From an optimization exercise on the open Yosys and OpenROAD flow, aimed at small area and a short achievable clock period; shortcuts taken in it are not production practice. Function was checked by simulation only, so behaviour that the tests miss may differ from the original. The flow treats the clock pin as an ideal source, which a real chip does not have. Power figures rest on the tool's default switching activity, not on a simulated workload.

Design principal, start of the top module:
module principal (
	input clk,
	input reset,
	input [6:0] teclas,
	output clk_out
	);
clock: 100.0 ns
lec_check: 0
cap_margin: 20
core_area: 4 4 76 76
cts_buf_list: sky130_fd_sc_hd__clkbuf_4
cts_cluster_diameter: 100
cts_cluster_size: 30
die_area: 0 0 80 80
slew_margin: 20
synth_hierarchical: 0
standard.sh (not shown) runs the stock make flow with config.mk's settings and CLKGATE_MAP_FILE= SYNTH_SCRIPT=/design/flow/synth_recipe.tcl, a recipe that flattens the netlist after the stock synthesis.
==> flow/flow/run.sh <==
#!/bin/bash
# Layout flow: the standard ORFS flow with two changes.
#  - Synthesis is the standard flow's own synthesis script with only the ABC script
#    swapped for an area-oriented one (flow/abc_area.script); every other
#    step, including flip-flop mapping and register naming, is unchanged.
#  - Port buffers use the smallest buffer (buf_1).
# Each tool's full output goes to a log file in this folder and under
# orfs/logs as ORFS writes them.
set -euo pipefail
W=$(pwd)

cat > "$W/own_synth.tcl" <<EOF
proc abc {args} {
  set i [lsearch -exact \$args -script]
  if {\$i >= 0} { lset args [expr {\$i + 1}] $W/flow/abc_area.script }
  yosys abc {*}\$args
}
source $W/synth_recipe.tcl
EOF

sed "s#SYNTH_SCRIPT=[^ ]*#SYNTH_SCRIPT=$W/own_synth.tcl#" standard.sh > own_standard.sh
grep -q "SYNTH_SCRIPT=$W/own_synth.tcl" own_standard.sh

export BUFFER_PORTS_ARGS="-buffer_cell sky130_fd_sc_hd__buf_1"
# optimisation target only: ask timing repair for this much setup slack at
# the design's period, so it speeds up the input and output paths
if [[ -f flow/setup_margin ]]; then export SETUP_SLACK_MARGIN=$(cat flow/setup_margin); fi
bash own_standard.sh finish > "$W/flow_make.log" 2>&1
==> flow/flow/abc_area.script <==
strash
&get -n
&fraig -x
&put
dc2
dch -f
amap
topo
==> flow/flow/setup_margin <==
78.7
The starting point ran to the end with no violations.
Then changed:
removed: flow/flow/setup_margin
After rerunning: Non-clock buffer count falls by 11; global-route usage falls by 1.4 points; routed wire length falls by a quarter to a third; final cell count falls by a few percent; fmax falls by a few percent; clock-buffer cell count does not change; design area falls by a quarter to a third; core utilization falls by 6.0 points; area after synthesis does not change; synthesized cell count stays the same.

========
Setup of run 1:
The RTL this note starts from:
==> flow/design.v <==
module divisor_frecuencia(
    input clk,
    input rst,
    input [6:0] teclas,
    output reg clk_out
    );
localparam [14:0] BASE = 15'd1796;
localparam [14:0] INV = 15'd0;
reg [14:0] cuenta_q;
wire [14:0] cuenta = cuenta_q ^ INV;
wire [6:0] lt;
wire c0 = ~cuenta[5];
wire c1 = ~cuenta[6];
wire c2 = c1 | c0;
wire c3 = ~cuenta[10];
wire c4 = c3 | c2;
wire c5 = ~cuenta[13];
wire c6 = c5 | c4;
wire c7 = ~cuenta[14];
wire c8 = c7 | c6;
wire c9 = ~cuenta[1];
wire c10 = ~cuenta[2];
wire c11 = c10 & c9;
wire c12 = ~cuenta[3];
wire c13 = c12 & c11;
wire c14 = ~cuenta[4];
wire c15 = c14 | c13;
wire c16 = c0 | c15;
wire c17 = c1 & c16;
wire c18 = ~cuenta[7];
wire c19 = c18 & c17;
wire c20 = ~cuenta[8];
wire c21 = c20 & c19;
wire c22 = ~cuenta[9];
wire c23 = c22 | c21;
wire c24 = c3 & c23;
wire c25 = ~cuenta[11];
wire c26 = c25 | c24;
wire c27 = ~cuenta[12];
wire c28 = c27 | c26;
wire c29 = c5 & c28;
wire c30 = c7 | c29;
wire c31 = c12 | c10;
wire c32 = c14 | c31;
wire c33 = c0 & c32;
wire c34 = c1 & c33;
wire c35 = c18 & c34;
wire c36 = c20 | c35;
wire c37 = c22 & c36;
wire c38 = c3 & c37;
wire c39 = c25 & c38;
wire c40 = c27 | c39;
wire c41 = c5 & c40;
wire c42 = c7 | c41;
wire c43 = c14 | c12;
wire c44 = c0 | c43;
wire c45 = c1 | c44;
wire c46 = c18 | c45;
wire c47 = c20 & c46;
wire c48 = c22 & c47;
wire c49 = c3 | c48;
wire c50 = c25 | c49;
wire c51 = c27 & c50;
wire c52 = c5 & c51;
wire c53 = c7 | c52;
wire c54 = c10 | c9;
wire c55 = c12 & c54;
wire c56 = c14 | c55;
wire c57 = c0 & c56;
wire c58 = c1 | c57;
wire c59 = c18 & c58;
wire c60 = c20 | c59;
wire c61 = c22 & c60;
wire c62 = c3 | c61;
wire c63 = c25 & c62;
wire c64 = c27 & c63;
wire c65 = c5 & c64;
wire c66 = c7 | c65;
wire c67 = c20 & c18;
wire c68 = c22 | c67;
wire c69 = c3 | c68;
wire c70 = c25 | c69;
wire c71 = c27 | c70;
wire c72 = c5 | c71;
wire c73 = c7 & c72;
wire c74 = c0 | c56;
wire c75 = c1 | c74;
wire c76 = c18 & c75;
wire c77 = c20 & c76;
wire c78 = c22 & c77;
wire c79 = c3 & c78;
wire c80 = c25 | c79;
wire c81 = c27 | c80;
wire c82 = c5 | c81;
wire c83 = c7 & c82;
assign lt[0] = c8;
assign lt[1] = c30;
assign lt[2] = c42;
assign lt[3] = c53;
assign lt[4] = c66;
assign lt[5] = c73;
assign lt[6] = c83;
wire tecla = |teclas;
wire debajo = |(teclas & lt);
wire [14:0] lleva;
assign lleva[0] = 1'b1;
genvar i;
generate for (i = 1; i < 15; i = i + 1) begin : g_lleva
    assign lleva[i] = lleva[i-1] & cuenta[i-1];
end endgenerate
wire sigue = ~rst & (~tecla | debajo);
always @(posedge clk) begin
    cuenta_q <= INV ^ (({15{sigue}} & (cuenta ^ ({15{tecla}} & lleva))) | ({15{~sigue}} & BASE));
    clk_out <= ~rst & tecla & (clk_out ^ ~debajo);
end
endmodule
`timescale 1ns / 1ps
module principal (
	input clk,
	input reset,
	input [6:0] teclas,
	output clk_out
	);
divisor_frecuencia divisor(.clk(clk), .rst(reset), .teclas(teclas), .clk_out(clk_out));
endmodule
==> flow/config.mk <==
export PLATFORM = sky130hd
export DESIGN_NAME = principal
export DESIGN_NICKNAME = principal
export VERILOG_FILES = /design/flow/design.v
export SDC_FILE = /design/flow/constraint.sdc
export NUM_CORES = 4
export LEC_CHECK = 0
export CAP_MARGIN = 20
export CORE_AREA = 4 4 76 76
export CTS_BUF_LIST = sky130_fd_sc_hd__clkbuf_4
export CTS_CLUSTER_DIAMETER = 100
export CTS_CLUSTER_SIZE = 30
export DIE_AREA = 0 0 80 80
export SLEW_MARGIN = 20
export SYNTH_HIERARCHICAL = 0
==> flow/constraint.sdc <==
create_clock -name core_clock -period 100.0 [get_ports {clk}]
set_input_delay 20.0000 -clock core_clock [delete_from_list [all_inputs] [get_ports {clk}]]
set_output_delay 20.0000 -clock core_clock [all_outputs]
set_load 0.01 [all_outputs]
==> flow/flow/run.sh <==
#!/bin/bash
# Layout flow: the standard ORFS flow with two changes.
#  - Synthesis is the standard flow's own synthesis script with only the ABC script
#    swapped for an area-oriented one (flow/abc_area.script); every other
#    step, including flip-flop mapping and register naming, is unchanged.
#  - Port buffers use the smallest buffer (buf_1).
# Each tool's full output goes to a log file in this folder and under
# orfs/logs as ORFS writes them.
set -euo pipefail
W=$(pwd)

cat > "$W/own_synth.tcl" <<EOF
proc abc {args} {
  set i [lsearch -exact \$args -script]
  if {\$i >= 0} { lset args [expr {\$i + 1}] $W/flow/abc_area.script }
  yosys abc {*}\$args
}
source $W/synth_recipe.tcl
EOF

sed "s#SYNTH_SCRIPT=[^ ]*#SYNTH_SCRIPT=$W/own_synth.tcl#" standard.sh > own_standard.sh
grep -q "SYNTH_SCRIPT=$W/own_synth.tcl" own_standard.sh

export BUFFER_PORTS_ARGS="-buffer_cell sky130_fd_sc_hd__buf_1"
# optimisation target only: ask timing repair for this much setup slack at
# the design's period, so it speeds up the input and output paths
if [[ -f flow/setup_margin ]]; then export SETUP_SLACK_MARGIN=$(cat flow/setup_margin); fi
if [[ -f flow/setup_moves ]]; then export SETUP_MOVE_SEQUENCE=$(cat flow/setup_moves); export SKIP_GATE_CLONING=1; fi
bash own_standard.sh finish > "$W/flow_make.log" 2>&1
==> flow/flow/abc_area.script <==
strash
&get -n
&deepsyn -J 100 -S 6 -T 100
&put
dch -f
&get -n
&dch -f
&nf -R 1000
&put
topo
Run 1 has completed all stages; timing, DRC and antenna checks passed.
[inputs] run 2 vs run 1
==> flow/flow/abc_area.script <==
strash
&get -n
&fraig -x
&put
dc2
dch -f
amap
topo
==> flow/flow/setup_margin (new file) <==
78.35
==> flow/flow/setup_moves (new file) <==
sizeup,swap
==> comparison <==
Run 2 completed end to end with timing, DRC and antenna clean.
Sort run 1 and run 2 by clock group share of total power, descending, and run 2 comes first.
In run 2 relative to run 1, count of multi-input combinational gates had gone up by a few percent.
From run 1 to run 2 the numbers moved as follows: number of vias per cell closely matched the old numbers, width of the die closely matched the old numbers, number of standard cells in the layout, taps in and fillers out increased by about 7% relative to the old numbers.
> inputs changed (run 2 -> run 3)
diff --git a/flow/flow/run.sh b/flow/flow/run.sh
--- a/flow/flow/run.sh
+++ b/flow/flow/run.sh
@@ -28,0 +29,4 @@
+if [[ -f flow/clock_root_cell ]]; then
+  export CLOCK_ROOT_CELL=$(cat flow/clock_root_cell)
+  export POST_CTS_TCL=$W/flow/post_cts.tcl
+fi
==> flow/flow/abc_area.script <==
strash
&get -n
&deepsyn -J 100 -S 6 -T 100
&put
dch -f
&get -n
&dch -f
&nf -R 1000
&put
topo
==> flow/flow/clock_root_cell (new file) <==
sky130_fd_sc_hd__clkbuf_8
==> flow/flow/post_cts.tcl (new file) <==
# Runs at the end of ORFS's CTS step (POST_CTS_TCL).  CTS on sky130hd always
# builds a root buffer and two leaf buffers; for this design's 16 flip-flops
# one buffer is enough.  Every flip-flop clock pin moves to the root buffer's
# output net, the leaf buffers are removed and the root buffer is resized to
# a strength that keeps the clock-pin slew low.  All flip-flops keep the same
# clock path (one buffer), so no register's clock is skewed against another.
set block [ord::get_db_block]
set clk_net [$block findNet [get_name [get_nets -of_objects [get_ports clk]]]]
set roots {}
foreach it [$clk_net getITerms] {
  if {[$it isInputSignal]} { lappend roots [$it getInst] }
}
if {[llength $roots] == 1} {
  set root [lindex $roots 0]
  set root_out [[$root findITerm X] getNet]
  set removed 0
  foreach it [$root_out getITerms] {
    set inst [$it getInst]
    if {$inst == $root} continue
    if {![string match *clkbuf* [[$inst getMaster] getName]]} continue
    set leaf_net [[$inst findITerm X] getNet]
    foreach sink [$leaf_net getITerms] {
      if {[$sink getInst] == $inst} continue
      $sink disconnect
      $sink connect $root_out
    }
    odb::dbInst_destroy $inst
    odb::dbNet_destroy $leaf_net
    incr removed
  }
  $root swapMaster [[ord::get_db] findMaster $::env(CLOCK_ROOT_CELL)]
  puts "post_cts: removed $removed clock buffers, root [$root getName] is $::env(CLOCK_ROOT_CELL)"
  detailed_placement
  check_placement -verbose
  estimate_parasitics -placement
  report_clock_skew
} else {
  puts "post_cts: clock port drives [llength $roots] cells, tree left as is"
}
removed: flow/flow/setup_margin
removed: flow/flow/setup_moves
==> comparison <==
The sole clean run among run 2 and run 3 is run 2.
Run 3 is listed as incomplete: the tool reported an error in clock tree synthesis and the run ended there.
Diff run 2 and run 3: count of different cell masters after synthesis higher in run 3
Of run 2 and run 3, the run reporting the lower setup slack at placement was run 2.
Initial cell density of the core, run 2 and run 3: lower on run 3
Fraction of synthesized cell area in xor and xnor cells (higher): run 3

==> afterwards: timing with drivers on the ports <==
In the flow no input, the clock included, has a driving cell. The finished layouts below were timed again as built, in two steps.
Step 1 sets driving cells, clkbuf_16 on the clock port and buf_2 on the other inputs (assumed; they add their load-dependent delay and slew).
Step 2 moves the port delays by t, midway between the first and last clock arrival at a register: inputs arrive t later, outputs are due t later. That takes back most of the time a late clock gives input paths.
Slacks: ideal ports / drivers / drivers and shift; pairs: ideal ports / drivers.
run	t, ns	setup WS [ns]	clock arrival spread, ns
the first run of note 1	0.299	78.673 / 78.643 / 78.343	0.015 / 0.015
the second run of note 1	0.304	78.143 / 78.143 / 77.838	0.003 / 0.003
run 1	0.305	78.372 / 78.365 / 78.060	0.001 / 0.002
run 2	0.314	78.581 / 78.580 / 78.266	0.004 / 0.005
After both steps every run listed still meets setup and hold. The setup slack of the first run of note 1, which loses most, moves by -0.030 ns with the drivers and by -0.330 ns with both steps.
